Background: an optimization exercise with open tools, aiming at a short achievable clock period and few clock cycles. Do not read the settings as production practice.
In this exercise RTL edits were held to simulation tests only and were not proved equivalent to the original.
Power figures rest on the tool's default switching activity, not on a simulated workload.

**flow/config.mk**
```make
export PLATFORM = sky130hd
export DESIGN_NAME = mips
export DESIGN_NICKNAME = mips
export VERILOG_FILES = /design/flow/design.v
export SDC_FILE = /design/flow/constraint.sdc
export NUM_CORES = 4
export LEC_CHECK = 0
export ABC_CLOCK_PERIOD_IN_PS = 2500
export CAP_MARGIN = 20
export CORE_MARGIN = 2
export CORE_UTILIZATION = 70
export SETUP_SLACK_MARGIN = 5
export SLEW_MARGIN = 20
```
**flow/flow/run.sh**
```bash
#!/bin/bash
set -euo pipefail
bash standard.sh \
  SETUP_SLACK_MARGIN=6.5 \
  "BUFFER_PORTS_ARGS=-buffer_cell sky130_fd_sc_hd__buf_4" \
  MATCH_CELL_FOOTPRINT=0 \
  finish > make_finish.log 2>&1
```
**flow/constraint.sdc**
```tcl
create_clock -name core_clock -period 9.0 [get_ports {clk}]
set_input_delay 1.8000 -clock core_clock [delete_from_list [all_inputs] [get_ports {clk}]]
set_output_delay 1.8000 -clock core_clock [all_outputs]
set_load 0.01 [all_outputs]
```
**flow/standard.sh**
```bash
#!/bin/bash
# synth_recipe.tcl (not shown) runs the flow's synth.tcl, then flattens the netlist and writes it again
# the make line also repeats each setting of config.mk as NAME=value (left out here)
make -C /OpenROAD-flow-scripts/flow DESIGN_CONFIG=/design/flow/config.mk WORK_HOME=/design/flow/orfs CLKGATE_MAP_FILE= SYNTH_SCRIPT=/design/flow/synth_recipe.tcl "${@:-finish}"
```
**flow/design.v**
```verilog
module regfile(input         clk,
               input         we,
               input  [4:0]  ra1, ra2, wa,
               input  [31:0] wd,
               output [31:0] rd1, rd2);
  reg [31:0] rf[31:1];
  always @(posedge clk)
    if (we && wa != 5'd0) rf[wa] <= wd;
  assign rd1 = (ra1 != 5'd0) ? rf[ra1] : 32'b0;
  assign rd2 = (ra2 != 5'd0) ? rf[ra2] : 32'b0;
endmodule
module loadsel(input      [31:0] a,
               input             lbu,
               input      [1:0]  off,
               output reg [31:0] y);
  always @(*)
    if (lbu)
      case (off)
        2'b00: y = {24'b0, a[7:0]};
        2'b01: y = {24'b0, a[15:8]};
        2'b10: y = {24'b0, a[23:16]};
        2'b11: y = {24'b0, a[31:24]};
      endcase
    else
      y = a;
endmodule
module mips(input         clk, reset,
            output [31:0] pc,
            input  [31:0] instr,
            output        memwrite,
            output [31:0] memaddr,
            output [31:0] memwritedata,
            input  [31:0] memreaddata);
  reg  [31:0] pc_r;          
  reg  [31:0] pcb_r;         
  reg         pcb_j;
  wire [31:0] pcb4 = pcb_r + 32'd4;
  wire [31:0] pcb8 = pcb_r + 32'd8;
  wire [31:0] pc4  = pcb_j ? pcb4 : pcb_r;      
  wire [31:0] pc8  = pcb_j ? pcb8 : pcb4;       
  wire        if_j = (instr[31:26] == 6'b000010);
  wire [31:0] jt   = {pc4[31:28], instr[25:0], 2'b00};
  reg         d_v;
  reg  [31:0] d_ir;
  reg  [31:0] d_pc4;
  reg  [23:0] d_pch1;        
  reg         e_we;          
  reg         e_ld;          
  reg         e_lbu;
  reg         e_sw;
  reg         e_beq;
  reg         e_sel_ar, e_sel_and, e_sel_or, e_sel_nor, e_sel_slt;
  reg         e_cin;         
  reg  [4:0]  e_wr;
  reg  [31:0] e_a, e_b, e_sd;
  reg         e_fsd;         
  reg  [31:0] e_bt;
  reg         e_off0;        
  reg         e_off1;        
  reg         m_we, m_ld, m_lbu, m_sw;
  reg  [4:0]  m_wr;
  reg  [31:0] m_res;
  reg  [31:0] m_addr;
  reg  [31:0] m_sd;
  reg         w_we;
  reg  [4:0]  w_wr;
  reg  [31:0] w_res;
  wire [5:0] op    = d_ir[31:26];
  wire [5:0] funct = d_ir[5:0];
  wire [4:0] rs    = d_ir[25:21];
  wire [4:0] rt    = d_ir[20:16];
  wire [4:0] rd    = d_ir[15:11];
  wire isR    = (op == 6'b000000);
  wire isLW   = (op == 6'b100011);
  wire isLBU  = (op == 6'b100100);
  wire isSW   = (op == 6'b101011);
  wire isBEQ  = (op == 6'b000100);
  wire isJ    = (op == 6'b000010);
  wire isADDI = (op == 6'b001000) | (op == 6'b001001);
  wire isORI  = (op == 6'b001101);
  wire isANDI = (op == 6'b001100);
  wire isLUI  = (op == 6'b001111);
  wire fAND = (funct == 6'b100100);
  wire fOR  = (funct == 6'b100101);
  wire fNOR = (funct == 6'b100111);
  wire fSLT = (funct == 6'b101010);
  wire fSUB = (funct == 6'b100010) | (funct == 6'b100011);
  wire       d_regw = isR | isLW | isLBU | isADDI | isORI | isANDI | isLUI;
  wire [4:0] d_wr   = isR ? rd : rt;
  wire       d_we   = d_v & d_regw & (d_wr != 5'd0);
  wire       d_ld   = isLW | isLBU;
  wire       use_rt = isR | isBEQ;      
  wire       alusrc = ~(isR | isBEQ);
  wire [31:0] simm = {{16{d_ir[15]}}, d_ir[15:0]};
  wire        d_bz = isBEQ & (rs == rt) & (d_ir[15:6] == 10'd0) & (d_ir[5:0] != 6'd0);
  wire [8:0]  sblo = {1'b0, d_pc4[7:0]} + {1'b0, d_ir[5:0], 2'b00};
  wire [31:0] d_sbt = {sblo[8] ? d_pch1 : d_pc4[31:8], sblo[7:0]};
  wire [31:0] imm  = isLUI ? {d_ir[15:0], 16'b0} :
                     (isORI | isANDI) ? {16'b0, d_ir[15:0]} : simm;
  wire [31:0] rf_a, rf_b;
  regfile rf(.clk(clk), .we(w_we), .ra1(rs), .ra2(rt), .wa(w_wr),
             .wd(w_res), .rd1(rf_a), .rd2(rf_b));
  wire [31:0] m_lddata;
  loadsel ls(.a(memreaddata), .lbu(m_lbu), .off(m_res[1:0]), .y(m_lddata));
  wire [31:0] m_val = m_ld ? m_lddata : m_res;
  wire a_e = e_we & (e_wr == rs);
  wire b_e = e_we & (e_wr == rt);
  wire a_m = m_we & (m_wr == rs);
  wire a_w = w_we & (w_wr == rs);
  wire b_m = m_we & (m_wr == rt);
  wire b_w = w_we & (w_wr == rt);
  wire [31:0] va_old = a_m ? m_res : a_w ? w_res : rf_a;    
  wire [31:0] vb_old = b_m ? m_res : b_w ? w_res : rf_b;
  wire        a_ld   = a_m & m_ld;
  wire        b_ld   = b_m & m_ld;
  wire [32:0] sum1 = {e_a, 1'b1} + {e_b, e_cin};
  wire [31:0] sum  = sum1[32:1];
  wire [31:0] aor  = e_a | e_b;
  wire [31:0] lres = ({32{e_sel_and}} & (e_a & e_b)) |
                     ({32{e_sel_or}}  & aor) |
                     ({32{e_sel_nor}} & ~aor) |
                     {31'b0, e_sel_slt & sum[31]};
  wire [31:0] res  = ({32{e_sel_ar}} & sum) | lres;
  wire        d_sub  = isR & (fSUB | fSLT);
  wire [31:0] bn     = {32{d_sub}};
  wire        sa_ar  = a_e & e_sel_ar;
  wire        sa_ld  = ~a_e & a_ld, sa_old = ~a_e & ~a_ld;
  wire        bx_e   = b_e & ~alusrc;
  wire        sbp_ar = bx_e & e_sel_ar & ~d_sub, sbn_ar = bx_e & e_sel_ar & d_sub;
  wire        sb_lg  = bx_e & ~e_sel_ar;
  wire        sb_ld  = ~alusrc & ~b_e & b_ld, sb_old = ~alusrc & ~b_e & ~b_ld;
  wire        sd_ld  = b_ld;
  wire [31:0] nx_a  = ({32{sa_ar}} & sum) |
                      ({32{a_e}} & lres) | ({32{sa_ld}} & m_lddata) |
                      ({32{sa_old}} & va_old);
  wire [31:0] nx_b  = ({32{sbp_ar}} & sum) | ({32{sbn_ar}} & ~sum) |
                      ({32{sb_lg}} & (lres ^ bn)) | ({32{sb_ld}} & (m_lddata ^ bn)) |
                      ({32{sb_old}} & (vb_old ^ bn)) | ({32{alusrc}} & imm);
  wire [31:0] nx_sd = sd_ld ? m_lddata : vb_old;    
  wire eq     = e_beq & (e_a == e_b);
  wire taken  = eq & ~e_off0 & ~(e_off1 & d_v & ~isJ & ~d_bz);
  wire squash = eq & ~e_off0;
  wire stall  = d_v & e_ld & ~d_bz & (a_e | (b_e & use_rt));
  wire idtake = d_v & d_bz;    
  wire        jsel    = if_j & ~idtake & ~stall;
  wire [31:0] pc_id   = jsel ? jt : idtake ? d_sbt : stall ? pc_r  : pc4;
  wire [31:0] pcb_id  = jsel ? jt : idtake ? d_sbt : stall ? pcb_r : pc8;
  always @(posedge clk, posedge reset)
    if (reset) begin
      pc_r  <= 32'b0;
      pcb_r <= 32'b0;
      pcb_j <= 1'b1;
      d_v   <= 1'b0;
      e_we <= 1'b0; e_ld <= 1'b0; e_sw <= 1'b0; e_beq <= 1'b0;
      m_we <= 1'b0; m_ld <= 1'b0; m_sw <= 1'b0;
      w_we <= 1'b0;
    end else begin
      pc_r  <= taken ? e_bt : pc_id;
      pcb_r <= taken ? e_bt : pcb_id;
      pcb_j <= taken | jsel | idtake | (stall & pcb_j);
      if (taken | idtake) d_v <= 1'b0;
      else if (!stall)    d_v <= 1'b1;
      if (squash | stall) begin
        e_we <= 1'b0; e_ld <= 1'b0; e_sw <= 1'b0; e_beq <= 1'b0;
      end else begin
        e_we  <= d_we;
        e_ld  <= d_v & d_ld;
        e_sw  <= d_v & isSW;
        e_beq <= d_v & isBEQ & ~d_bz;
      end
      m_we <= e_we;
      m_ld <= e_ld;
      m_sw <= e_sw;
      w_we <= m_we;
    end
  always @(posedge clk) begin
    if (!stall) begin
      d_ir  <= instr;
      d_pc4 <= pc4;
      d_pch1 <= pc4[31:8] + 24'd1;
    end
    e_lbu     <= isLBU;
    e_sel_ar  <= isR ? (funct[5:1] == 5'b10000) | fSUB : ~(isORI | isANDI);
    e_cin     <= d_sub;
    e_sel_and <= (isR & fAND) | isANDI;
    e_sel_or  <= (isR & fOR) | isORI;
    e_sel_nor <= isR & fNOR;
    e_sel_slt <= isR & fSLT;
    e_wr      <= d_wr;
    e_a       <= nx_a;
    e_b       <= nx_b;
    e_sd      <= nx_sd;
    e_fsd     <= b_e;
    e_bt      <= d_pc4 + {simm[29:0], 2'b00};
    e_off0    <= (d_ir[15:0] == 16'd0);
    e_off1    <= (d_ir[15:0] == 16'd1);
    m_lbu  <= e_lbu;
    m_wr   <= e_wr;
    m_res  <= res;
    m_addr <= {sum[31:2], sum[1:0] & {2{~e_lbu}}};
    m_sd   <= e_fsd ? m_val : e_sd;
    w_wr  <= m_wr;
    w_res <= m_val;
  end
  assign pc           = pc_r;
  assign memwrite     = m_sw;
  assign memaddr      = m_addr;
  assign memwritedata = m_sd;
endmodule
```
==> results of run 1 <==
-- metal layers --
| metal | track usage, % | overflow |
|---|---|---|
| met1 | 81.8 | 25 |
| met2 | 93.0 | 187 |
| met3 | 68.0 | 26 |
| met4 | 75.3 | 145 |
| met5 | 38.9 | 0 |
-- worst max path at each step --
stage / endpoint / slack (ns) / from
floorplan: pcb_r[28] / 5.80 / instr[30]
detailed placement: e_b[17] / 4.17 / flop
CTS: pc[15] / 5.82 / pc_r[15]
global placement: e_b[17] / 4.27 / flop
-- power groups by stage --
stage,Sequential (mW),Clock [mW],Combinational (mW)
4_1_cts,9.25,6.17,4.25
3_5_place_dp,9.32,0,3.05
3_3_place_gp,9.27,0,2.99
2_1_floorplan,8.99,0,1.99
-- cells by family after synthesis --
family	share of synthesized area, %
AOI/OAI and AO/OA	9.97
DFF	56.4
and+or+nand+nor	6.48
muxes	19.9
buffers and inverters	3.32
xor gates and xnor gates	2.17
adders and majority gates	1.76
-- stage by stage --
step                      total power, mW  setup slack [ns]
after floorplan                      11.0              5.80
after global placement               12.3              4.27
after detailed placement             12.4              4.17
after CTS                            19.7              5.82
-- repair_timing --
item | in CTS
pin swaps | 289
resized for setup | 1152
endpoints found under the setup margin | 619
buffers inserted | 431
gates cloned | 107
==> flow_metrics.env, run 1 <==
export IMPL_die_x_microns=323
export IMPL_rows=116
export IMPL_avgSynthCellArea_sq_um=14.2
export IMPL_stop_error="[ERROR GRT-0116] Global routing finished with congestion. Check the congestion regions in the DRC Viewer."
export IMPL_synth_top_cell_by_area="edfxtp_1"
export IMPL_grt_pass1_wl_mm=581
export IMPL_synth_edf_count=1080
export IMPL_die_h_microns=323
export IMPL_place_detailed_instances=6261
export IMPL_yosysSeqAreaShare_pct=56.4
export IMPL_grt_max_degree=83
export IMPL_cts_hold_buf=0
export IMPL_overflow=383
export IMPL_hpwl_mm=144
export IMPL_netlist_top_cells_count="edfxtp_1 (1080), mux4_2 (481), nor2_1 (370), dfxtp_1 (292), a21oi_1 (231)"
export IMPL_grt_pass1_vias=72700
export IMPL_synth_net_count=5162
export IMPL_synthArstFlopShare_pct=5.12
export IMPL_yosysMostFrequentCell="edfxtp_1"
export IMPL_haltStage="global routing (5_1_grt)"
export IMPL_ys_flop_type="edfxtp_1"
export IMPL_clock_sinks=1446
export IMPL_synthCells=4997
export IMPL_cts_buffers=147
export IMPL_track_usage_pct=79.8
export IMPL_yosys_top_cells_area="edfxtp_1 (46%), mux4_2 (15%), dfxtp_1 (8.2%)"
export IMPL_clockBufferDepth=3
export IMPL_status="did not finish"
export IMPL_start_util_pct=70.8
export IMPL_io_pins=163
export IMPL_port_buffers=162
export IMPL_post_synth_top_area_fraction_pct=45.6
export IMPL_synth_warnings=3
export IMPL_synth_distinct_cells=108
export IMPL_place_congestion=1.01
export IMPL_htree_levels=4
export IMPL_dpl_cell_area_sq_um=74300
export IMPL_synth_seq_cells=1446
export IMPL_syn_area_sq_um=71200
export IMPL_root_buffer="clkbuf_16"
Testbench counts, summed over its fixed seeds: cycles 62,865.
==> run 2, diff against run 1 <==
--- a/flow/design.v
+++ b/flow/design.v
@@ -44,5 +44,5 @@
   reg  [31:0] d_ir;
   reg  [31:0] d_pc4;
-  reg  [23:0] d_pch1;        
+  reg  [24:0] d_pch1;        
   reg         e_we;          
   reg         e_ld;          
@@ -93,7 +93,7 @@
   wire       alusrc = ~(isR | isBEQ);
   wire [31:0] simm = {{16{d_ir[15]}}, d_ir[15:0]};
-  wire        d_bz = isBEQ & (rs == rt) & (d_ir[15:6] == 10'd0) & (d_ir[5:0] != 6'd0);
-  wire [8:0]  sblo = {1'b0, d_pc4[7:0]} + {1'b0, d_ir[5:0], 2'b00};
-  wire [31:0] d_sbt = {sblo[8] ? d_pch1 : d_pc4[31:8], sblo[7:0]};
+  wire        d_bz = isBEQ & (rs == rt) & (d_ir[15:3] == 13'd0) & (d_ir[2:0] != 3'd0);
+  wire [5:0]  sblo = {1'b0, d_pc4[6:2]} + {3'b0, d_ir[2:0]};
+  wire [31:0] d_sbt = {sblo[5] ? d_pch1 : d_pc4[31:7], sblo[4:0], 2'b00};
   wire [31:0] imm  = isLUI ? {d_ir[15:0], 16'b0} :
                      (isORI | isANDI) ? {16'b0, d_ir[15:0]} : simm;
@@ -178,5 +178,5 @@
       d_ir  <= instr;
       d_pc4 <= pc4;
-      d_pch1 <= pc4[31:8] + 24'd1;
+      d_pch1 <= pc4[31:7] + 25'd1;
     end
     e_lbu     <= isLBU;
--- a/flow/config.mk
+++ b/flow/config.mk
@@ -9,5 +9,5 @@
 export CAP_MARGIN = 20
 export CORE_MARGIN = 2
-export CORE_UTILIZATION = 70
+export CORE_UTILIZATION = 55
 export SETUP_SLACK_MARGIN = 5
 export SLEW_MARGIN = 20
==> flow_metrics.env, run 2 <==
export IMPL_status="complete, no violations"
export IMPL_rsz0062_at_grt="true"
export IMPL_worstHoldStart="d_pc4[1]"
export IMPL_peakVddDrop_mv=0.203
export IMPL_hold_depth=0
export IMPL_syn2layout_area_growth_pct=33.1
export IMPL_drt_pass1_iter_count=6
export IMPL_rows=131
export IMPL_vias=53400
export IMPL_dieArea_sq_um=131000
export IMPL_io_pins=163
export IMPL_htree_levels=4
export IMPL_synth_distinct_cells=92
export IMPL_start_util_pct=55.2
export IMPL_overflow=0
export IMPL_clk_latency_ns=0.80
export IMPL_setup_slack_ns=5.59
export IMPL_r2r_slack_ns=5.59
export IMPL_fin_crit_sh_pct=37.9
export IMPL_synth_seq_cells=1447
export IMPL_largest_reg_flops=992
export IMPL_hpwl_mm=145
export IMPL_drt_initial_drc_count=8600
export IMPL_vias_per_cell=7.07
export IMPL_setup_worst_path_end_class="flop"
export IMPL_hold_viol=0
export IMPL_die_h_microns=361
export IMPL_grt_max_degree=65
export IMPL_port_buffers=162
export IMPL_path_cells="buf_6, nand4_4, buf_4, nor3_4, nand2_1, xor2_1, inv_1, nand2_2, or3_4, or2_4, nor2_4, nand2_2, xnor2_1"
export IMPL_avgSynthCellArea_sq_um=14.2
export IMPL_mostFrequentLayoutCells="edfxtp_1 (1081), mux4_2 (512), buf_4 (481)"
export IMPL_ant_nets=0
export IMPL_max_freq_mhz=293
export IMPL_wl_per_cell_microns=36.7
export IMPL_p_leak_nw=33.8
export IMPL_cp_start_kind="flop"
export IMPL_instances_no_fill=7546
export IMPL_drt_wl_total_mm=277
export IMPL_pre_cts_ws_ns=4.23
export IMPL_post_route_min_period_ns=3.41
export IMPL_tightest_slew_ns=1.20
export IMPL_worstReg2RegStart="pcb_r[4]"
export IMPL_worstPathArrival_ns=3.94
export IMPL_post_synth_top_area_fraction_pct=46.2
export IMPL_drc=0
export IMPL_mostFrequentLayoutCell="edfxtp_1"
export IMPL_min_to="e_bt[1]"
export IMPL_yosys_top_cells_area="edfxtp_1 (46%), mux4_2 (16%), dfxtp_1 (8.3%)"
export IMPL_antenna_found_initial=3
export IMPL_synthCells=4956
export IMPL_netlist_top_cells_count="edfxtp_1 (1081), mux4_2 (512), nor2_1 (352), dfxtp_1 (292), nand2_1 (259)"
export IMPL_syn_area_sq_um=70300
export IMPL_relSlewSlack_pct=20.2
export IMPL_p_per_area_nw_per_um2=215
export IMPL_cpPeakStageDelay_ns=0.48
export IMPL_critical_path_top_delay_family="simple AND/OR/NAND/NOR gates"
export IMPL_tns_ns=0
export IMPL_cpMostUsedCell="nand2_2"
export IMPL_synth_warnings=3
export IMPL_path_clk_slew_ns=0.06
export IMPL_skew_ns=0.0328
export IMPL_cp_required_ns=9.53
export IMPL_cts_buffers=156
export IMPL_coreArea_sq_um=127000
export IMPL_nFillCells=7935
export IMPL_final_nets=5920
export IMPL_synth_net_count=5121
export IMPL_synth_edf_count=1081
export IMPL_cap_viol_max_count=0
export IMPL_yosysSeqAreaShare_pct=57.2
export IMPL_clockBufferDepth=3
export IMPL_setup_viol=0
export IMPL_cts_hold_buf=0
export IMPL_yosysMostFrequentCell="edfxtp_1"
export IMPL_grt_pass1_wl_mm=374
export IMPL_grt_pass1_vias=50200
export IMPL_crit_fanout=7
export IMPL_clock_sinks=1447
export IMPL_slew_viol_final=0
export IMPL_regMostFlops="rf.rf"
export IMPL_root_buffer="clkbuf_16"
export IMPL_synthArstFlopShare_pct=5.11
export IMPL_r2r_end="d_pch1[23]"
export IMPL_cp_num_buf_inv=3
export IMPL_reg2reg_depth=13
export IMPL_ys_flop_type="edfxtp_1"
export IMPL_worstSetupPathType="flop to flop"
export IMPL_die_x_microns=361
export IMPL_place_congestion=0.974
export IMPL_layout_drive_gt1_share_pct=45.3
export IMPL_synth_top_cell_by_area="edfxtp_1"
export IMPL_track_usage_pct=40.8
export IMPL_hold_class="flop to flop"
export IMPL_p_total_mw=20.1
export IMPL_cts_tree="done"
export IMPL_place_detailed_instances=6547
export IMPL_slowest_stage="nor3_4"
## run 2: changes by cell type after synthesis, sizes merged, moves of 11 or more
cell    delta
a221o     -13
a21o      -17
o21ai     +28
buf       -39
nor2      -16
a21oi     +19
a211oi    -30
nand2     +34
inv       -11
a211o     -13
clkbuf    +25
o22ai     +14
## run 2: logic make-up (layout without fill, tap and decap cells)
family / count (synthesis) / count (layout) / synth area share (%)
AO/OA/AOI/OAI: 998 / 998 / 9.41
flip-flops: 1447 / 1447 / 57.2
buffers and inverters: 491 / 1412 / 2.83
XOR/XNOR: 176 / 176 / 2.20
AND/OR/NAND/NOR: 976 / 981 / 6.45
adder cells (fa/ha/maj): 99 / 99 / 1.78
other: 0 / 2 / 0
multiplexers: 769 / 769 / 20.2
## run 2: timing repair
item,in CTS,in global routing
gates cloned,89,16
pin swaps,255,307
resized for setup,1041,528
buffers inserted,392,215
setup endpoints to repair,921,814
## run 2: worst max path at each step
stage              start          to  slack (ns)  cells after the start
3_3_place_gp    d_ir[31]   pcb_r[29]        4.40                     10
6_report        pcb_r[4]  d_pch1[23]        5.59                     13
3_5_place_dp    d_ir[31]   pcb_r[29]        4.23                     10
4_1_cts            pcb_j  d_pch1[23]        5.60                     10
2_1_floorplan  instr[30]   pcb_r[15]        5.76                      9
5_1_grt         pcb_r[4]  d_pch1[19]        5.54                     13
## run 2: metrics by stage
stage / util (%) / cell area, sq um / hold WS [ns]
floorplan: - / 72000 / 0.323
global placement: 58.4 / 74300 / 0.327
detailed placement: 58.4 / 74300 / 0.330
CTS: 70.0 / 89100 / 0.342
global route: 73.5 / 93500 / 0.360
finish: 73.5 / 93500 / 0.340
## run 2: area by class of cell
cell class,count,area (sq um),share of cell area (%)
timing repair inverter,14,272,0.290
sequential,1447,40300,43.1
timing repair buffer,972,11400,12.2
clock buffer,202,4220,4.51
clock inverter,83,736,0.787
antenna,2,5.00,0.00535
tap,1662,2080,2.22
multi-input combinational,3023,33800,36.2
inverter,141,593,0.634
## run 2: worst register-to-register path: stages (launching register included)
cell and delay [ns]:
dfrtp_2 0.44, buf_6 0.13, nand4_4 0.13, buf_4 0.20
nor3_4 0.49, nand2_1 0.24, xor2_1 0.24, inv_1 0.12
nand2_2 0.12, or3_4 0.40, or2_4 0.30, nor2_4 0.15
nand2_2 0.08, xnor2_1 0.12
## run 2: power breakdown
group / internal (mW) / total [mW] / switching [mW] / leakage, nW
Combinational: 2.07 / 4.59 / 2.52 / 18.2
Clock: 3.55 / 6.34 / 2.78 / 2.43
Sequential: 8.34 / 9.17 / 0.828 / 13.2
Total: 14.0 / 20.1 / 6.13 / 33.8
## run 2: per-layer routing
layer  part of all wire (%)  track usage (%)  vias up
met3                     12             9.87      872
met1                     36             55.5    27300
li1                       -                -    21200
met4                    6.5             20.6        2
met2                     45             61.6     3969
met5                 0.0040                0        -
Testbench counts of run 2, summed over its fixed seeds: cycles 62,865.
==> run 3, diff against run 2 <==
--- a/flow/design.v
+++ b/flow/design.v
@@ -44,5 +44,6 @@
   reg  [31:0] d_ir;
   reg  [31:0] d_pc4;
-  reg  [24:0] d_pch1;        
+  reg  [23:0] d_pch1;        
+  reg  [31:0] d_ra, d_rb;    
   reg         e_we;          
   reg         e_ld;          
@@ -63,7 +64,7 @@
   reg  [31:0] m_addr;
   reg  [31:0] m_sd;
-  reg         w_we;
-  reg  [4:0]  w_wr;
-  reg  [31:0] w_res;
+  reg         w_we, w2_we;
+  reg  [4:0]  w_wr, w2_wr;
+  reg  [31:0] w_res, w2_res;
   wire [5:0] op    = d_ir[31:26];
   wire [5:0] funct = d_ir[5:0];
@@ -93,12 +94,12 @@
   wire       alusrc = ~(isR | isBEQ);
   wire [31:0] simm = {{16{d_ir[15]}}, d_ir[15:0]};
-  wire        d_bz = isBEQ & (rs == rt) & (d_ir[15:3] == 13'd0) & (d_ir[2:0] != 3'd0);
-  wire [5:0]  sblo = {1'b0, d_pc4[6:2]} + {3'b0, d_ir[2:0]};
-  wire [31:0] d_sbt = {sblo[5] ? d_pch1 : d_pc4[31:7], sblo[4:0], 2'b00};
+  wire        d_bz = isBEQ & (rs == rt) & (d_ir[15:6] == 10'd0) & (d_ir[5:0] != 6'd0);
+  wire [8:0]  sblo = {1'b0, d_pc4[7:0]} + {1'b0, d_ir[5:0], 2'b00};
+  wire [31:0] d_sbt = {sblo[8] ? d_pch1 : d_pc4[31:8], sblo[7:0]};
   wire [31:0] imm  = isLUI ? {d_ir[15:0], 16'b0} :
                      (isORI | isANDI) ? {16'b0, d_ir[15:0]} : simm;
   wire [31:0] rf_a, rf_b;
-  regfile rf(.clk(clk), .we(w_we), .ra1(rs), .ra2(rt), .wa(w_wr),
-             .wd(w_res), .rd1(rf_a), .rd2(rf_b));
+  regfile rf(.clk(clk), .we(w_we), .ra1(instr[25:21]), .ra2(instr[20:16]),
+             .wa(w_wr), .wd(w_res), .rd1(rf_a), .rd2(rf_b));
   wire [31:0] m_lddata;
   loadsel ls(.a(memreaddata), .lbu(m_lbu), .off(m_res[1:0]), .y(m_lddata));
@@ -110,6 +111,8 @@
   wire b_m = m_we & (m_wr == rt);
   wire b_w = w_we & (w_wr == rt);
-  wire [31:0] va_old = a_m ? m_res : a_w ? w_res : rf_a;    
-  wire [31:0] vb_old = b_m ? m_res : b_w ? w_res : rf_b;
+  wire a_x = w2_we & (w2_wr == rs);
+  wire b_x = w2_we & (w2_wr == rt);
+  wire [31:0] va_old = a_m ? m_res : a_w ? w_res : a_x ? w2_res : d_ra;    
+  wire [31:0] vb_old = b_m ? m_res : b_w ? w_res : b_x ? w2_res : d_rb;
   wire        a_ld   = a_m & m_ld;
   wire        b_ld   = b_m & m_ld;
@@ -154,5 +157,5 @@
       e_we <= 1'b0; e_ld <= 1'b0; e_sw <= 1'b0; e_beq <= 1'b0;
       m_we <= 1'b0; m_ld <= 1'b0; m_sw <= 1'b0;
-      w_we <= 1'b0;
+      w_we <= 1'b0; w2_we <= 1'b0;
     end else begin
       pc_r  <= taken ? e_bt : pc_id;
@@ -172,11 +175,14 @@
       m_ld <= e_ld;
       m_sw <= e_sw;
-      w_we <= m_we;
+      w_we  <= m_we;
+      w2_we <= w_we;
     end
   always @(posedge clk) begin
+    d_ra <= stall ? va_old : rf_a;
+    d_rb <= stall ? vb_old : rf_b;
     if (!stall) begin
       d_ir  <= instr;
       d_pc4 <= pc4;
-      d_pch1 <= pc4[31:7] + 25'd1;
+      d_pch1 <= pc4[31:8] + 24'd1;
     end
     e_lbu     <= isLBU;
@@ -200,6 +206,8 @@
     m_addr <= {sum[31:2], sum[1:0] & {2{~e_lbu}}};
     m_sd   <= e_fsd ? m_val : e_sd;
-    w_wr  <= m_wr;
-    w_res <= m_val;
+    w_wr   <= m_wr;
+    w_res  <= m_val;
+    w2_wr  <= w_wr;
+    w2_res <= w_res;
   end
   assign pc           = pc_r;
==> flow_metrics.env, run 3 <==
export IMPL_status="complete, no violations"
export IMPL_grt_pass1_vias=54100
export IMPL_die_x_microns=371
export IMPL_synth_seq_cells=1538
export IMPL_mostFrequentLayoutCell="edfxtp_1"
export IMPL_overflow=0
export IMPL_clock_sinks=1538
export IMPL_tightest_slew_ns=1.20
export IMPL_worstSetupPathType="flop to flop"
export IMPL_netlist_top_cells_count="edfxtp_1 (1080), mux4_2 (561), nor2_1 (398), dfxtp_1 (383), a21oi_1 (309)"
export IMPL_rows=134
export IMPL_largest_reg_flops=992
export IMPL_syn_area_sq_um=73900
export IMPL_syn2layout_area_growth_pct=36.9
export IMPL_hpwl_mm=150
export IMPL_hold_class="flop to flop"
export IMPL_worstPathArrival_ns=4.08
export IMPL_post_synth_top_area_fraction_pct=43.9
export IMPL_setup_viol=0
export IMPL_dieArea_sq_um=137000
export IMPL_clockBufferDepth=3
export IMPL_vias=58600
export IMPL_synth_top_cell_by_area="edfxtp_1"
export IMPL_r2r_slack_ns=5.65
export IMPL_p_total_mw=22.3
export IMPL_grt_pass1_wl_mm=414
export IMPL_cts_buffers=163
export IMPL_slew_viol_final=0
export IMPL_crit_fanout=3
export IMPL_tns_ns=0
export IMPL_relSlewSlack_pct=19.8
export IMPL_antenna_found_initial=17
export IMPL_vias_per_cell=7.29
export IMPL_post_route_min_period_ns=3.35
export IMPL_synth_edf_count=1080
export IMPL_synth_warnings=3
export IMPL_layout_drive_gt1_share_pct=48.6
export IMPL_place_congestion=0.963
export IMPL_die_h_microns=371
export IMPL_yosys_top_cells_area="edfxtp_1 (44%), mux4_2 (17%), dfxtp_1 (10%)"
export IMPL_yosysSeqAreaShare_pct=56.8
export IMPL_clk_latency_ns=0.82
export IMPL_path_clk_slew_ns=0.07
export IMPL_wl_per_cell_microns=39.1
export IMPL_start_util_pct=55.4
export IMPL_drt_wl_total_mm=315
export IMPL_synthCells=5188
export IMPL_synth_distinct_cells=90
export IMPL_cp_required_ns=9.73
export IMPL_rsz0062_at_grt="true"
export IMPL_grt_max_degree=65
export IMPL_nFillCells=7690
export IMPL_coreArea_sq_um=133000
export IMPL_drc=0
export IMPL_setup_worst_path_end_class="flop"
export IMPL_cts_tree="done"
export IMPL_skew_ns=0.0345
export IMPL_cts_hold_buf=0
export IMPL_mostFrequentLayoutCells="edfxtp_1 (1080), mux4_2 (561), buf_4 (554)"
export IMPL_hold_viol=0
export IMPL_cp_start_kind="flop"
export IMPL_ant_nets=0
export IMPL_drt_initial_drc_count=9907
export IMPL_final_nets=6297
export IMPL_io_pins=163
export IMPL_htree_levels=4
export IMPL_port_buffers=162
export IMPL_yosysMostFrequentCell="edfxtp_1"
export IMPL_synthArstFlopShare_pct=4.88
export IMPL_p_leak_nw=36.8
export IMPL_max_freq_mhz=298
export IMPL_cap_viol_max_count=0
export IMPL_regMostFlops="rf.rf"
export IMPL_p_per_area_nw_per_um2=220
export IMPL_fin_crit_sh_pct=37.2
export IMPL_drt_pass1_iter_count=9
export IMPL_avgSynthCellArea_sq_um=14.2
export IMPL_peakVddDrop_mv=0.212
export IMPL_root_buffer="clkbuf_16"
export IMPL_ys_flop_type="edfxtp_1"
export IMPL_synth_net_count=5353
export IMPL_track_usage_pct=43.5
-- run 3: final timing paths --
check	startpoint	endpoint	cells past startpoint
min in group asynchronous	reset	pcb_r[29]	2
max in group asynchronous	reset	pcb_r[9]	3
worst max register to register	d_ir[5]	pcb_r[24]	11
worst min register to register	e_sw	m_sw	0
worst max-delay path	d_ir[5]	pcb_r[24]	11
worst min-delay path	e_sw	m_sw	0
-- run 3: logic make-up (layout without fill, tap and decap cells) --
group           Yosys count  after routing  synth area share, %
flops                  1538           1538                 56.8
compound gates         1048           1049                 9.22
simple gates            964            971                 6.15
mux                     879            879                 21.5
buf+inv                 493           1567                 2.58
xor+xnor                167            167                 1.99
fa+ha+maj                99             99                 1.70
other cells               0             10                    0
-- run 3: critical path: stages, from the launching register on --
cell      delay [ns]
edfxtp_1        0.45
or4_4           0.60
o311ai_4        0.27
buf_4           0.18
nor4_4          0.05
buf_4           0.17
o21a_4          0.26
nor2_4          0.20
and2_4          0.24
nand2_4         0.10
or4b_1          0.59
nand3_1         0.17
-- run 3: layout make-up --
| cell class | instances | area, sq um | area share [%] |
|---|---|---|---|
| clock buffers | 214 | 4680 | 4.63 |
| inverters | 114 | 449 | 0.444 |
| repair buffers | 1144 | 13900 | 13.8 |
| repair inverters | 6 | 91.3 | 0.0903 |
| flip-flops and latches | 1538 | 42100 | 41.7 |
| multi-input cells | 3165 | 36700 | 36.3 |
| well taps | 1768 | 2210 | 2.19 |
| diodes | 10 | 25.0 | 0.0247 |
| clock inverters | 89 | 890 | 0.880 |
-- run 3: power by group --
group / total [mW] / internal, mW / switching (mW)
Combinational: 5.27 / 2.43 / 2.84
Clock: 7.03 / 4.01 / 3.02
Sequential: 9.96 / 8.91 / 1.05
-- run 3: layer usage --
metal	GRT usage (%)	wire length (microns)	up-vias
met5	0	116	-
met4	26.2	26600	18
met3	14.3	46400	1442
met2	63.7	135000	5084
met1	56.8	106000	29600
li1	-	-	22500
-- run 3: per-stage QoR --
stage	cells	area [sq um]	util [%]	setup slack [ns]	hold slack [ns]
3_5_place_dp	6863	78100	58.5	3.91	0.340
3_3_place_gp	6860	78000	58.5	3.94	0.336
4_1_cts	7817	96600	72.4	5.78	0.353
5_1_grt	8041	101000	75.8	5.63	0.371
2_1_floorplan	5188	75800	-	5.49	0.329
6_report	8048	101000	75.8	5.65	0.354
-- run 3: timing repair --
item | 4_1_cts | 5_1_grt
pin swaps | 319 | 280
cloned | 137 | 12
setup endpoints to repair | 888 | 635
resized for setup | 1305 | 527
buffers inserted | 514 | 209
Testbench counts of run 3, summed over its fixed seeds: cycles 62,865.
==> run 4, diff against run 3 <==
--- a/flow/design.v
+++ b/flow/design.v
@@ -39,4 +39,5 @@
   wire [31:0] pc4  = pcb_j ? pcb4 : pcb_r;      
   wire [31:0] pc8  = pcb_j ? pcb8 : pcb4;       
+  wire [31:0] pc0  = pcb_j ? pcb_r : pcb_r - 32'd4;   
   wire        if_j = (instr[31:26] == 6'b000010);
   wire [31:0] jt   = {pc4[31:28], instr[25:0], 2'b00};
@@ -44,5 +45,4 @@
   reg  [31:0] d_ir;
   reg  [31:0] d_pc4;
-  reg  [23:0] d_pch1;        
   reg  [31:0] d_ra, d_rb;    
   reg         e_we;          
@@ -96,4 +96,5 @@
   wire        d_bz = isBEQ & (rs == rt) & (d_ir[15:6] == 10'd0) & (d_ir[5:0] != 6'd0);
   wire [8:0]  sblo = {1'b0, d_pc4[7:0]} + {1'b0, d_ir[5:0], 2'b00};
+  wire [23:0] d_pch1 = d_pc4[31:8] + 24'd1;
   wire [31:0] d_sbt = {sblo[8] ? d_pch1 : d_pc4[31:8], sblo[7:0]};
   wire [31:0] imm  = isLUI ? {d_ir[15:0], 16'b0} :
@@ -147,5 +148,5 @@
   wire idtake = d_v & d_bz;    
   wire        jsel    = if_j & ~idtake & ~stall;
-  wire [31:0] pc_id   = jsel ? jt : idtake ? d_sbt : stall ? pc_r  : pc4;
+  wire [31:0] pc_id   = jsel ? jt : idtake ? d_sbt : stall ? pc0   : pc4;
   wire [31:0] pcb_id  = jsel ? jt : idtake ? d_sbt : stall ? pcb_r : pc8;
   always @(posedge clk, posedge reset)
@@ -184,5 +185,4 @@
       d_ir  <= instr;
       d_pc4 <= pc4;
-      d_pch1 <= pc4[31:8] + 24'd1;
     end
     e_lbu     <= isLBU;
==> flow_metrics.env, run 4 <==
export IMPL_status="complete, no violations"
export IMPL_met1_length_mm=106
export IMPL_cts_buffers=160
export IMPL_place_congestion=0.942
export IMPL_io_pins=163
export IMPL_cpPeakStageDelay_ns=0.43
export IMPL_cpMostUsedCell="buf_12"
export IMPL_rows=134
export IMPL_vias=57000
export IMPL_clk_latency_ns=0.83
export IMPL_drt_pass1_iter_count=12
export IMPL_grt_pass1_wl_mm=410
export IMPL_synth_edf_count=1056
export IMPL_die_x_microns=370
export IMPL_synth_net_count=5391
export IMPL_synthArstFlopShare_pct=4.95
export IMPL_cp_num_buf_inv=6
export IMPL_instances_no_fill=7892
export IMPL_final_nets=6152
export IMPL_dieArea_sq_um=137000
export IMPL_overflow=0
export IMPL_largest_reg_flops=992
export IMPL_wl_met3_mm=43.2
export IMPL_worstSetupPathType="flop to flop"
export IMPL_place_detailed_instances=6880
export IMPL_post_synth_top_area_fraction_pct=43.1
export IMPL_path_cells="buf_12, or4_4, nor4_4, and4_1, and2_4, buf_12, buf_8, buf_6, a21oi_4, buf_12, buf_4, nand2_8, nor3b_1, o21ai_1, o311ai_1"
export IMPL_drt_initial_drc_count=9755
export IMPL_layout_drive_gt1_share_pct=46.1
export IMPL_r2r_end="pcb_r[3]"
export IMPL_max_freq_mhz=315
export IMPL_syn2layout_area_growth_pct=34.2
export IMPL_wl_per_cell_microns=38.7
export IMPL_vias_per_cell=7.22
export IMPL_track_usage_pct=43.4
export IMPL_regMostFlops="rf.rf"
export IMPL_port_buffers=162
export IMPL_ant_nets=0
export IMPL_hpwl_mm=147
export IMPL_avgSynthCellArea_sq_um=14.1
export IMPL_cp_required_ns=9.66
export IMPL_post_route_min_period_ns=3.18
export IMPL_ys_flop_type="edfxtp_1"
export IMPL_synth_top_cell_by_area="edfxtp_1"
export IMPL_endpoint="pcb_r[3]"
export IMPL_clockBufferDepth=3
export IMPL_root_buffer="clkbuf_16"
export IMPL_htree_levels=4
export IMPL_top_layer_used="met5"
export IMPL_worstPathArrival_ns=3.84
export IMPL_setup_slack_ns=5.82
export IMPL_path_clk_slew_ns=0.06
export IMPL_grt_pass1_vias=53200
export IMPL_coreArea_sq_um=133000
export IMPL_yosysMostFrequentCell="edfxtp_1"
export IMPL_yosys_top_cells_area="edfxtp_1 (43%), mux4_2 (17%), dfxtp_1 (10%)"
export IMPL_cts_tree="done"
export IMPL_grt_max_degree=67
export IMPL_reg2reg_depth=15
export IMPL_netlist_top_cells_count="edfxtp_1 (1056), mux4_2 (570), nor2_1 (421), dfxtp_1 (383), a21oi_1 (317)"
export IMPL_hold_ws_ns=0.350
export IMPL_cp_start_kind="flop"
export IMPL_synthCells=5223
export IMPL_hold_class="flop to flop"
export IMPL_die_h_microns=370
export IMPL_crit_fanout=8
export IMPL_start_util_pct=55.2
export IMPL_slew_viol_final=0
export IMPL_setup_viol=0
export IMPL_cap_viol_max_count=0
export IMPL_wl_met2_mm=133
export IMPL_skew_ns=0.0284
export IMPL_setup_worst_path_end_class="flop"
export IMPL_drc=0
export IMPL_startpoint="d_ir[15]"
export IMPL_pre_cts_ws_ns=3.38
export IMPL_clock_sinks=1514
export IMPL_synth_distinct_cells=88
export IMPL_peakVddDrop_mv=0.190
export IMPL_fin_crit_sh_pct=35.3
export IMPL_yosysSeqAreaShare_pct=56.1
export IMPL_drt_wl_total_mm=306
export IMPL_synth_warnings=3
export IMPL_p_per_area_nw_per_um2=219
export IMPL_tightest_slew_ns=1.16
export IMPL_tns_ns=0
export IMPL_synth_seq_cells=1514
export IMPL_fin_util_pct=74.1
export IMPL_critical_path_top_delay_family="simple AND/OR/NAND/NOR gates"
export IMPL_worstReg2RegStart="d_ir[15]"
export IMPL_antenna_found_initial=10
export IMPL_hold_viol=0
export IMPL_syn_area_sq_um=73500
export IMPL_mostFrequentLayoutCell="edfxtp_1"
export IMPL_relSlewSlack_pct=22.6
export IMPL_r2r_slack_ns=5.82
export IMPL_mostFrequentLayoutCells="edfxtp_1 (1056), mux4_2 (570), buf_4 (409)"
export IMPL_p_leak_nw=35.7
export IMPL_slowest_stage="edfxtp_1"
export IMPL_rsz0062_at_grt="true"
export IMPL_cp_num_cells=15
run 4: cell families after synthesis:
kind of cell,synth area share [%]
compound gates,9.14
xor+xnor,2.32
fa+ha+maj,1.76
buf+inv,2.66
flops,56.1
mux,21.6
simple gates,6.45
run 4: what timing repair did:
action	in CTS	in global routing
pin swaps	240	268
resized for setup	1108	582
cloned	149	14
hold buffers	0	0
setup buffers	389	158
endpoints found under the setup margin	816	770
run 4: worst register-to-register path, cell delays in order, from the launching register on:
cell and delay [ns]:
edfxtp_1 0.43, buf_12 0.16, or4_4 0.43, nor4_4 0.32, and4_1 0.29, and2_4 0.18, buf_12 0.12, buf_8 0.11
buf_6 0.12, a21oi_4 0.04, buf_12 0.17, buf_4 0.15, nand2_8 0.10, nor3b_1 0.07, o21ai_1 0.16, o311ai_1 0.16
run 4: routing by layer:
layer  GRT usage [%]  vias up
li1                -    22200
met1            57.0    28700
met2            63.8     4832
met3            13.5     1197
met4            25.7       16
met5          0.0712        -
run 4: final cells by class:
class                           instances  area [sq um]
Antenna cell                            4          10.0
Clock buffer                          230          4620
Clock inverter                         68           807
Fill cell                            8191         34500
Inverter                              109           445
Multi-Input combinational cell       3214         36500
Sequential cell                      1514         41400
Tap cell                             1768          2210
Timing Repair Buffer                  973         12500
Timing Repair inverter                 12           228
run 4: worst min-delay path by stage:
| stage | cells after the start | endpoint | slack (ns) | startpoint |
|---|---|---|---|---|
| after detailed placement | 0 | m_sw | 0.34 | e_sw |
| after global placement | 0 | m_sw | 0.34 | e_sw |
| after CTS | 0 | m_sw | 0.35 | e_sw |
| final | 0 | m_sw | 0.35 | e_sw |
| after global routing | 0 | m_sw | 0.37 | e_sw |
| after floorplan | 0 | w2_wr[2] | 0.33 | w_wr[2] |
run 4: metrics by stage:
stage | power, mW | area (sq um)
4_1_cts | 20.8 | 94300
2_1_floorplan | 11.6 | 75400
3_3_place_gp | 13.1 | 77700
6_report | 21.6 | 98700
3_5_place_dp | 13.1 | 77700
5_1_grt | 22.1 | 98700
run 4: where the power goes:
| group | switching (mW) | leakage [nW] | internal, mW |
|---|---|---|---|
| Sequential | 1.08 | 13.7 | 8.73 |
| Clock | 2.92 | 2.65 | 3.92 |
| Combinational | 2.63 | 19.3 | 2.27 |
Testbench counts of run 4, summed over its fixed seeds: cycles 62,865.
==> run 5, diff against run 4 <==
--- a/flow/design.v
+++ b/flow/design.v
@@ -46,4 +46,6 @@
   reg  [31:0] d_pc4;
   reg  [31:0] d_ra, d_rb;    
+  reg         fa_e, fa_m, fa_w, fa_x, fb_e, fb_m, fb_w, fb_x;
+  reg         d_bzr;
   reg         e_we;          
   reg         e_ld;          
@@ -94,5 +96,5 @@
   wire       alusrc = ~(isR | isBEQ);
   wire [31:0] simm = {{16{d_ir[15]}}, d_ir[15:0]};
-  wire        d_bz = isBEQ & (rs == rt) & (d_ir[15:6] == 10'd0) & (d_ir[5:0] != 6'd0);
+  wire        d_bz = d_bzr;
   wire [8:0]  sblo = {1'b0, d_pc4[7:0]} + {1'b0, d_ir[5:0], 2'b00};
   wire [23:0] d_pch1 = d_pc4[31:8] + 24'd1;
@@ -106,12 +108,6 @@
   loadsel ls(.a(memreaddata), .lbu(m_lbu), .off(m_res[1:0]), .y(m_lddata));
   wire [31:0] m_val = m_ld ? m_lddata : m_res;
-  wire a_e = e_we & (e_wr == rs);
-  wire b_e = e_we & (e_wr == rt);
-  wire a_m = m_we & (m_wr == rs);
-  wire a_w = w_we & (w_wr == rs);
-  wire b_m = m_we & (m_wr == rt);
-  wire b_w = w_we & (w_wr == rt);
-  wire a_x = w2_we & (w2_wr == rs);
-  wire b_x = w2_we & (w2_wr == rt);
+  wire a_e = fa_e, a_m = fa_m, a_w = fa_w, a_x = fa_x;
+  wire b_e = fb_e, b_m = fb_m, b_w = fb_w, b_x = fb_x;
   wire [31:0] va_old = a_m ? m_res : a_w ? w_res : a_x ? w2_res : d_ra;    
   wire [31:0] vb_old = b_m ? m_res : b_w ? w_res : b_x ? w2_res : d_rb;
@@ -150,4 +146,9 @@
   wire [31:0] pc_id   = jsel ? jt : idtake ? d_sbt : stall ? pc0   : pc4;
   wire [31:0] pcb_id  = jsel ? jt : idtake ? d_sbt : stall ? pcb_r : pc8;
+  wire [4:0] irs  = instr[25:21];
+  wire [4:0] irt  = instr[20:16];
+  wire       dgo  = d_we & ~squash;
+  wire       n_bz = (instr[31:26] == 6'b000100) & (irs == irt) &
+                    (instr[15:6] == 10'd0) & (instr[5:0] != 6'd0);
   always @(posedge clk, posedge reset)
     if (reset) begin
@@ -182,4 +183,18 @@
     d_ra <= stall ? va_old : rf_a;
     d_rb <= stall ? vb_old : rf_b;
+    if (stall) begin
+      fa_e <= 1'b0; fa_m <= fa_e; fa_w <= fa_m; fa_x <= fa_w;
+      fb_e <= 1'b0; fb_m <= fb_e; fb_w <= fb_m; fb_x <= fb_w;
+    end else begin
+      fa_e <= dgo  & (d_wr == irs);
+      fa_m <= e_we & (e_wr == irs);
+      fa_w <= m_we & (m_wr == irs);
+      fa_x <= w_we & (w_wr == irs);
+      fb_e <= dgo  & (d_wr == irt);
+      fb_m <= e_we & (e_wr == irt);
+      fb_w <= m_we & (m_wr == irt);
+      fb_x <= w_we & (w_wr == irt);
+      d_bzr <= n_bz;
+    end
     if (!stall) begin
       d_ir  <= instr;
==> flow_metrics.env, run 5 <==
export IMPL_slew_viol_final=0
export IMPL_p_per_area_nw_per_um2=229
export IMPL_vias_per_cell=6.96
export IMPL_p_total_mw=21.5
export IMPL_drt_wl_total_mm=281
export IMPL_relSlewSlack_pct=23.1
export IMPL_synthCells=5304
export IMPL_synth_warnings=3
export IMPL_peakVddDrop_mv=0.229
export IMPL_cts_hold_buf=0
export IMPL_post_route_min_period_ns=3.14
export IMPL_setup_worst_path_end_class="primary output"
export IMPL_antenna_found_initial=10
export IMPL_hold_ws_ns=0.350
export IMPL_skew_ns=0.0262
export IMPL_post_synth_top_area_fraction_pct=43.4
export IMPL_mostFrequentLayoutCells="edfxtp_1 (1052), mux4_2 (518), nor2_1 (356)"
export IMPL_clock_sinks=1512
export IMPL_critical_path_top_delay_family="flip-flops"
export IMPL_ys_flop_type="edfxtp_1"
export IMPL_clk_latency_ns=0.82
export IMPL_place_congestion=0.922
export IMPL_tightest_slew_ns=1.15
export IMPL_synth_seq_cells=1512
export IMPL_reg2reg_depth=13
export IMPL_port_buffers=162
export IMPL_r2r_slack_ns=5.91
export IMPL_pwr_share_comb_pct=22.9
export IMPL_synth_net_count=5472
export IMPL_rsz0062_at_grt="true"
export IMPL_crit_fanout=1
export IMPL_min_to="m_sw"
export IMPL_rows=133
export IMPL_drc=0
export IMPL_mostFrequentLayoutCell="edfxtp_1"
export IMPL_grt_max_degree=64
export IMPL_cts_buffers=163
export IMPL_cts_tree="done"
export IMPL_track_usage_pct=40.5
export IMPL_synthArstFlopShare_pct=4.89
export IMPL_layout_drive_gt1_share_pct=38.9
export IMPL_cp_num_buf_inv=1
export IMPL_worstHoldStart="e_sw"
export IMPL_netlist_top_cells_count="edfxtp_1 (1052), mux4_2 (518), nor2_1 (414), dfxtp_1 (386), a21oi_1 (364)"
export IMPL_syn_area_sq_um=72800
export IMPL_synth_distinct_cells=81
export IMPL_vias=54200
export IMPL_synth_edf_count=1052
export IMPL_die_h_microns=368
export IMPL_r2r_end="e_a[29]"
export IMPL_overflow=0
export IMPL_path_clk_slew_ns=0.06
export IMPL_htree_levels=4
export IMPL_ant_nets=0
export IMPL_internal_power_mw=15.0
export IMPL_yosys_top_cells_area="edfxtp_1 (43%), mux4_2 (16%), dfxtp_1 (11%)"
export IMPL_dieArea_sq_um=135000
export IMPL_largest_reg_flops=992
export IMPL_yosysMostFrequentCell="edfxtp_1"
export IMPL_drt_pass1_iter_count=8
export IMPL_drt_initial_drc_count=7960
export IMPL_synth_top_cell_by_area="edfxtp_1"
export IMPL_start_util_pct=55.4
export IMPL_hpwl_mm=147
export IMPL_p_leak_nw=33.8
export IMPL_yosysSeqAreaShare_pct=56.5
export IMPL_syn2layout_area_growth_pct=28.8
export IMPL_slowest_stage="dfrtp_1"
export IMPL_io_pins=163
export IMPL_clockBufferDepth=3
export IMPL_die_x_microns=368
export IMPL_status="complete, no violations"
export IMPL_max_freq_mhz=319
export IMPL_worstReg2RegStart="e_a[12]"
export IMPL_worstPathArrival_ns=1.34
export IMPL_cp_required_ns=7.20
export IMPL_fin_crit_sh_pct=34.9
export IMPL_seqPwrFrac_pct=44.8
export IMPL_clkPwrFrac_pct=32.4
export IMPL_hold_class="flop to flop"
export IMPL_root_buffer="clkbuf_16"
export IMPL_regMostFlops="rf.rf"
export IMPL_cp_start_kind="flop"
export IMPL_hold_depth=0
export IMPL_path_cells="buf_6"
export IMPL_power_switching_mw=6.51
export IMPL_setup_viol=0
export IMPL_hold_viol=0
export IMPL_final_nets=6051
export IMPL_coreArea_sq_um=131000
export IMPL_worstSetupPathType="flop to primary output"
export IMPL_tns_ns=0
export IMPL_swShare_pct=30.3
export IMPL_avgSynthCellArea_sq_um=13.7
export IMPL_grt_pass1_wl_mm=386
export IMPL_wl_per_cell_microns=36.1
export IMPL_grt_pass1_vias=50800
export IMPL_cap_viol_max_count=0
export IMPL_cpPeakStageDelay_ns=0.41
-- run 5: changes by cell type after synthesis, sizes merged, moves of 17 or more --
| cell | previous run | this run |
|---|---|---|
| xnor2 | 115 | 138 |
| o211ai | 28 | 70 |
| a21oi | 318 | 364 |
| xor2 | 79 | 101 |
| mux4 | 570 | 518 |
| o21ai | 172 | 265 |
| nand2 | 221 | 248 |
| a211oi | 104 | 87 |
| a22oi | 6 | 66 |
| o22ai | 84 | 28 |
-- run 5: kinds of logic after synthesis --
| logic type | share of synthesized area (%) |
|---|---|
| AO/OA/AOI/OAI | 9.60 |
| multiplexers | 20.1 |
| XOR/XNOR | 2.87 |
| AND/OR/NAND/NOR | 6.40 |
| adder cells (fa/ha/maj) | 1.77 |
| flip-flops | 56.5 |
| buffers and inverters | 2.73 |
-- run 5: per-layer routing --
metal,up-vias,GRT usage (%),part of all wire [%]
li1,21900,-,-
met1,27500,54.8,37
met2,3886,62.5,45
met3,902,9.24,12
met4,8,19.3,6.1
met5,-,0,0.015
-- run 5: what timing repair did --
action | in CTS | in global routing
gates resized for setup | 871 | 348
cloned | 116 | 11
setup buffers | 290 | 128
setup endpoints to repair | 939 | 631
pin swaps | 217 | 230
-- run 5: stage by stage --
step | area, sq um | std cells | utilization, % | setup slack, ns
6_report | 93800 | 7781 | 71.4 | 5.86
4_1_cts | 91000 | 7640 | 69.2 | 5.83
2_1_floorplan | 74700 | 5304 | - | 5.39
3_5_place_dp | 76900 | 6928 | 58.5 | 4.01
5_1_grt | 93800 | 7779 | 71.3 | 5.81
3_3_place_gp | 76900 | 6928 | 58.5 | 4.00
-- run 5: power by group through the flow --
stage	registers [mW]	logic, mW	clock network [mW]
final	9.61	4.91	6.95
after global routing	9.67	5.13	7.26
after CTS	9.54	4.38	6.98
after detailed placement	9.63	3.53	0
after global placement	9.62	3.51	0
after floorplan	9.42	2.19	0
-- run 5: layout make-up --
cell class / instances / area (sq um)
Timing Repair Buffer: 817 / 10300
Fill cell: 8549 / 37700
Antenna cell: 2 / 5.00
Tap cell: 1755 / 2200
Multi-Input combinational cell: 3280 / 33900
Clock buffer: 234 / 4650
Clock inverter: 72 / 901
Inverter: 102 / 444
Sequential cell: 1512 / 41300
Timing Repair inverter: 7 / 118
-- run 5: worst max-delay path by stage --
stage / startpoint / to / slack, ns / depth (start not counted)
after floorplan: instr[16] / d_rb[31] / 5.39 / 8
after global placement: instr[21] / d_ra[2] / 4.00 / 6
after detailed placement: instr[21] / d_ra[6] / 4.01 / 6
after CTS: pc_r[31] / pc[31] / 5.83 / 1
after global routing: d_ir[0] / pcb_r[31] / 5.81 / 14
final: pc_r[31] / pc[31] / 5.86 / 1
Testbench counts of run 5, summed over its fixed seeds: cycles 62,865.
==> run 6, diff against run 5 <==
==> flow/flow/run.sh (replaced) <==
#!/bin/bash
set -euo pipefail
bash standard.sh \
  SETUP_SLACK_MARGIN=6.0 \
  "BUFFER_PORTS_ARGS=-buffer_cell sky130_fd_sc_hd__buf_4" \
  MATCH_CELL_FOOTPRINT=0 \
  finish > make_finish.log 2>&1
==> flow_metrics.env, run 6 <==
export IMPL_status="complete, no violations"
export IMPL_cts_hold_buf=0
export IMPL_synth_seq_cells=1512
export IMPL_drt_wl_total_mm=259
export IMPL_p_per_area_nw_per_um2=234
export IMPL_slew_viol_final=0
export IMPL_cp_required_ns=7.20
export IMPL_fin_util_pct=66.0
export IMPL_hpwl_mm=146
export IMPL_synth_xor_area_share_pct=2.87
export IMPL_overflow=0
export IMPL_instances_no_fill=7470
export IMPL_hold_viol=0
export IMPL_cpPeakStageDelay_ns=0.42
export IMPL_root_buffer="clkbuf_16"
export IMPL_yosysSeqAreaShare_pct=56.5
export IMPL_io_pins=163
export IMPL_hold_class="flop to flop"
export IMPL_crit_fanout=1
export IMPL_drt_initial_drc_count=7596
export IMPL_vias_per_cell=6.87
export IMPL_htree_levels=4
export IMPL_rsz0062_at_grt="true"
export IMPL_post_route_min_period_ns=3.15
export IMPL_track_usage_pct=37.4
export IMPL_clock_sinks=1512
export IMPL_yosysMostFrequentCell="edfxtp_1"
export IMPL_synth_distinct_cells=81
export IMPL_place_detailed_instances=6925
export IMPL_dieArea_sq_um=135000
export IMPL_mostFrequentLayoutCell="edfxtp_1"
export IMPL_setup_slack_ns=5.85
export IMPL_tightest_slew_ns=1.14
export IMPL_grt_pass1_wl_mm=359
export IMPL_cts_buffers=162
export IMPL_synth_top_family_by_area="multiplexers"
export IMPL_syn_area_sq_um=72800
export IMPL_regMostFlops="rf.rf"
export IMPL_max_freq_mhz=317
export IMPL_grt_max_degree=76
export IMPL_ys_flop_type="edfxtp_1"
export IMPL_worstHoldStart="e_sw"
export IMPL_drc=0
export IMPL_avgSynthCellArea_sq_um=13.7
export IMPL_path_cells="buf_6"
export IMPL_worstSetupPathType="flop to primary output"
export IMPL_vias=51300
export IMPL_post_synth_top_area_fraction_pct=43.4
export IMPL_critical_path_top_delay_family="flip-flops"
export IMPL_setup_viol=0
export IMPL_setup_worst_path_end_class="primary output"
export IMPL_synth_top_cell_by_area="edfxtp_1"
export IMPL_startpoint="pc_r[18]"
export IMPL_die_h_microns=368
export IMPL_syn2layout_area_growth_pct=19.1
export IMPL_peakVddDrop_mv=0.192
export IMPL_relSlewSlack_pct=23.9
export IMPL_grt_pass1_vias=48300
export IMPL_final_nets=5741
export IMPL_synth_warnings=3
export IMPL_synth_simple_area_share_pct=6.40
export IMPL_worstPathArrival_ns=1.35
export IMPL_place_congestion=0.929
export IMPL_p_leak_nw=30.5
export IMPL_synthAdderAreaFrac_pct=1.77
export IMPL_die_x_microns=368
export IMPL_start_util_pct=55.4
export IMPL_cp_num_buf_inv=1
export IMPL_synth_mux_area_fraction_pct=20.1
export IMPL_synthArstFlopShare_pct=4.89
export IMPL_synth_compound_area_share_pct=9.60
export IMPL_largest_reg_flops=992
export IMPL_hold_ws_ns=0.350
export IMPL_tns_ns=0
export IMPL_synth_edf_count=1052
export IMPL_slowest_stage="dfrtp_1"
export IMPL_ant_nets=0
export IMPL_antenna_found_initial=13
export IMPL_worstReg2RegStart="e_a[0]"
export IMPL_clk_latency_ns=0.81
export IMPL_pre_cts_ws_ns=3.97
export IMPL_cts_tree="done"
export IMPL_netlist_top_cells_count="edfxtp_1 (1052), mux4_2 (518), nor2_1 (414), dfxtp_1 (386), a21oi_1 (364)"
export IMPL_fin_crit_sh_pct=35.0
export IMPL_cp_start_kind="flop"
export IMPL_path_clk_slew_ns=0.06
export IMPL_cap_viol_max_count=0
export IMPL_rows=133
export IMPL_mostFrequentLayoutCells="edfxtp_1 (1052), mux4_2 (518), nor2_1 (370)"
export IMPL_yosys_top_cells_area="edfxtp_1 (43%), mux4_2 (16%), dfxtp_1 (11%)"
export IMPL_skew_ns=0.0265
export IMPL_synth_net_count=5472
export IMPL_layout_drive_gt1_share_pct=30.4
export IMPL_port_buffers=162
export IMPL_coreArea_sq_um=131000
export IMPL_clockBufferDepth=3
export IMPL_wl_per_cell_microns=34.7
export IMPL_drt_pass1_iter_count=5
export IMPL_synthCells=5304
[run 6: worst reg2reg max path, stage by stage, from the launching register on]
cell and delay (ns):
dfxtp_4 0.36, fa_2 0.44, a211oi_2 0.29, o21a_1 0.21, o211ai_1 0.14, nand4_1 0.14
buf_6 0.16, buf_6 0.11, a21oi_2 0.04, or3b_4 0.44, o22ai_4 0.19, xnor2_4 0.13
a21o_1 0.19, a21o_1 0.17
[run 6: metrics by stage]
stage | area (sq um) | power (mW)
floorplan | 73800 | 11.5
detailed placement | 76100 | 13.0
CTS | 85000 | 20.1
global route | 86700 | 21.0
global placement | 76100 | 13.0
finish | 86700 | 20.3
[run 6: path summary, 6_finish.rpt]
| check | end | cells past startpoint | slack, ns |
|---|---|---|---|
| max | pc[18] | 1 | 5.85 |
| min | m_sw | 0 | 0.35 |
| max reg2reg | e_a[29] | 13 | 5.88 |
| min reg2reg | m_sw | 0 | 0.35 |
| max in group asynchronous | pcb_r[16] | 3 | 6.71 |
| min in group asynchronous | pcb_r[4] | 2 | 1.16 |
[run 6: final cells by class]
type | count | area (sq um)
clock inverter | 74 | 708
clock buffer | 229 | 4570
fill | 9379 | 44700
antenna | 3 | 7.51
timing repair buffer | 511 | 6010
tap | 1755 | 2200
inverter | 102 | 455
sequential | 1512 | 41300
multi-input combinational | 3281 | 31400
timing repair inverter | 3 | 33.8
[run 6: logic make-up (layout without fill, tap and decap cells)]
group                    count (synthesis)  after routing
AO/OA/AOI/OAI                         1118           1120
XOR/XNOR                               239            239
adder cells (fa/ha/maj)                102            102
buffers and inverters                  514            919
flip-flops                            1512           1512
multiplexers                           804            804
other                                    0              3
AND/OR/NAND/NOR                       1015           1016
[run 6: layer usage]
metal	track usage (%)	vias up	share of wire [%]
li1	-	21200	-
met4	16.1	10	5.2
met2	58.5	3346	46
met5	0	-	0.025
met1	50.6	26000	38
met3	8.29	680	11
[run 6: what timing repair did]
action	4_1_cts	5_1_grt
gates cloned	45	16
setup buffers	104	74
resized for setup	416	167
pin swaps	52	82
endpoints found under the setup margin	399	286
[run 6: report_power, final]
part | total, mW | switching [mW] | internal [mW]
sequential | 9.54 | 0.834 | 8.70
combinational | 4.09 | 2.38 | 1.71
clock | 6.69 | 2.85 | 3.84
total | 20.3 | 6.06 | 14.3
==> run 7, diff against run 6 <==
==> flow/flow/run.sh (replaced) <==
#!/bin/bash
set -euo pipefail
bash standard.sh \
  SETUP_SLACK_MARGIN=6.5 \
  "BUFFER_PORTS_ARGS=-buffer_cell sky130_fd_sc_hd__buf_4" \
  MATCH_CELL_FOOTPRINT=0 \
  finish > make_finish.log 2>&1
--- a/flow/config.mk
+++ b/flow/config.mk
@@ -9,5 +9,5 @@
 export CAP_MARGIN = 20
 export CORE_MARGIN = 2
-export CORE_UTILIZATION = 55
+export CORE_UTILIZATION = 60
 export SETUP_SLACK_MARGIN = 5
 export SLEW_MARGIN = 20
==> flow_metrics.env, run 7 <==
export IMPL_grt_max_degree=66
export IMPL_cp_num_buf_inv=1
export IMPL_synthCells=5304
export IMPL_setup_viol=0
export IMPL_hpwl_mm=144
export IMPL_post_synth_top_area_fraction_pct=43.4
export IMPL_relSlewSlack_pct=10.1
export IMPL_die_h_microns=352
export IMPL_grt_pass1_wl_mm=386
export IMPL_cts_buffers=158
export IMPL_synth_warnings=3
export IMPL_yosysSeqAreaShare_pct=56.5
export IMPL_pre_cts_ws_ns=4.13
export IMPL_mostFrequentLayoutCell="edfxtp_1"
export IMPL_largest_reg_flops=992
export IMPL_worstSetupPathType="flop to primary output"
export IMPL_cp_start_kind="flop"
export IMPL_wl_per_cell_microns=37.4
export IMPL_instances_no_fill=7582
export IMPL_final_nets=6002
export IMPL_crit_fanout=1
export IMPL_slew_viol_final=0
export IMPL_ys_flop_type="edfxtp_1"
export IMPL_final_area_sq_um=92400
export IMPL_io_pins=163
export IMPL_synth_edf_count=1052
export IMPL_p_per_area_nw_per_um2=226
export IMPL_port_buffers=162
export IMPL_synth_top_cell_by_area="edfxtp_1"
export IMPL_cp_required_ns=7.20
export IMPL_critical_path_top_delay_family="flip-flops"
export IMPL_htree_levels=4
export IMPL_hold_depth=0
export IMPL_max_freq_mhz=318
export IMPL_p_leak_nw=33.2
export IMPL_cp_num_cells=1
export IMPL_rsz0062_at_grt="true"
export IMPL_cts_tree="done"
export IMPL_clockBufferDepth=3
export IMPL_place_detailed_instances=6777
export IMPL_overflow=0
export IMPL_drt_pass1_iter_count=9
export IMPL_avgSynthCellArea_sq_um=13.7
export IMPL_mostFrequentLayoutCells="edfxtp_1 (1052), mux4_2 (518), nor2_1 (358)"
export IMPL_drc=0
export IMPL_synth_net_count=5472
export IMPL_peakVddDrop_mv=0.252
export IMPL_die_x_microns=352
export IMPL_cpPeakStageDelay_ns=0.42
export IMPL_yosys_top_cells_area="edfxtp_1 (43%), mux4_2 (16%), dfxtp_1 (11%)"
export IMPL_reg2reg_depth=14
export IMPL_status="complete, no violations"
export IMPL_vias_per_cell=7.33
export IMPL_dieArea_sq_um=124000
export IMPL_setup_slack_ns=5.85
export IMPL_worstHoldStart="e_sw"
export IMPL_layout_drive_gt1_share_pct=38.6
export IMPL_post_route_min_period_ns=3.15
export IMPL_vias=55600
export IMPL_yosysMostFrequentCell="edfxtp_1"
export IMPL_antenna_found_initial=14
export IMPL_regMostFlops="rf.rf"
export IMPL_fin_crit_sh_pct=35.0
export IMPL_path_clk_slew_ns=0.06
export IMPL_ant_nets=0
export IMPL_coreArea_sq_um=120000
export IMPL_worstPathArrival_ns=1.35
export IMPL_tns_ns=0
export IMPL_synthArstFlopShare_pct=4.89
export IMPL_grt_pass1_vias=52100
export IMPL_track_usage_pct=44.1
export IMPL_synth_seq_cells=1512
export IMPL_cts_hold_buf=0
export IMPL_synth_distinct_cells=81
export IMPL_place_congestion=0.946
export IMPL_dpl_cell_area_sq_um=76700
export IMPL_hold_viol=0
export IMPL_start_util_pct=60.6
export IMPL_worstReg2RegStart="d_ir[26]"
export IMPL_netlist_top_cells_count="edfxtp_1 (1052), mux4_2 (518), nor2_1 (414), dfxtp_1 (386), a21oi_1 (364)"
export IMPL_syn_area_sq_um=72800
export IMPL_slowest_stage="dfrtp_1"
export IMPL_drt_wl_total_mm=284
export IMPL_clk_latency_ns=0.82
export IMPL_skew_ns=0.0412
export IMPL_syn2layout_area_growth_pct=26.9
export IMPL_drt_initial_drc_count=9533
export IMPL_cap_viol_max_count=0
export IMPL_setup_worst_path_end_class="primary output"
export IMPL_hold_class="flop to flop"
export IMPL_tightest_slew_ns=1.33
export IMPL_root_buffer="clkbuf_16"
export IMPL_path_cells="buf_6"
export IMPL_clock_sinks=1512
export IMPL_hold_ws_ns=0.361
export IMPL_rows=127
export IMPL_startpoint="pc_r[31]"
==> run 7: cell count changes in the layout (fill, tap and decap cells not counted), sizes merged <==
cell      before  now
buf          465  698
clkbuf       275  300
clkinv        55   64
clkinvlp       7    2
bufinv        10    7
o211a          4    2
diode          3    2
nand2        249  248
==> run 7: worst paths after layout <==
path | to | slack, ns
min in group asynchronous | pc_r[1] | 1.14
hold / removal | m_sw | 0.36
max in group asynchronous | pcb_r[18] | 6.66
setup reg to reg | pc_r[19] | 5.91
setup / recovery | pc[31] | 5.85
hold reg to reg | m_sw | 0.36
==> run 7: area by class of cell <==
cell class                 count  area (sq um)
timing repair inverter         8           175
clock buffer                 224          4440
fill                        7024         27700
antenna                        2          5.00
inverter                     102           440
sequential                  1512         41300
tap                         1612          2020
timing repair buffer         774          9550
clock inverter                70           621
multi-input combinational   3278         33800
==> run 7: routing by layer <==
metal	global-route usage, %	vias up	routed length [microns]
met5	0.115	-	115
met4	24.3	18	20100
met3	14.0	1194	42500
met2	65.0	5091	124000
met1	58.5	27500	97000
li1	-	21800	-
==> run 7: cells by family after synthesis <==
group | Yosys count | synth area share, %
XOR/XNOR | 239 | 2.87
adder cells (fa/ha/maj) | 102 | 1.77
AO/OA/AOI/OAI | 1118 | 9.60
buffers and inverters | 514 | 2.73
AND/OR/NAND/NOR | 1015 | 6.40
multiplexers | 804 | 20.1
flip-flops | 1512 | 56.5
==> run 7: through the flow <==
stage	total power [mW]	utilization (%)
finish	20.9	76.9
global route	21.4	76.9
CTS	20.3	74.8
detailed placement	13.1	63.8
global placement	13.1	63.8
floorplan	11.6	-
==> run 7: repair_timing <==
item / CTS / global route
buffers inserted: 281 / 109
setup endpoints to repair: 947 / 467
gates cloned: 105 / 13
pin swaps: 237 / 219
gates resized for setup: 848 / 325
==> run 7: where the power goes <==
group | leakage, nW | internal [mW] | switching (mW)
sequential | 13.7 | 8.71 | 0.928
combinational | 17.0 | 2.13 | 2.65
clock | 2.49 | 3.65 | 2.84

Re-timed with assumed drivers on the ports (clkbuf_16 on the clock, buf_2 on other inputs), run 7 has 5.575 ns of setup slack against 5.851 ns with ideal ports, and 4.699 ns once port delays also move by the mid clock arrival of 0.875 ns.
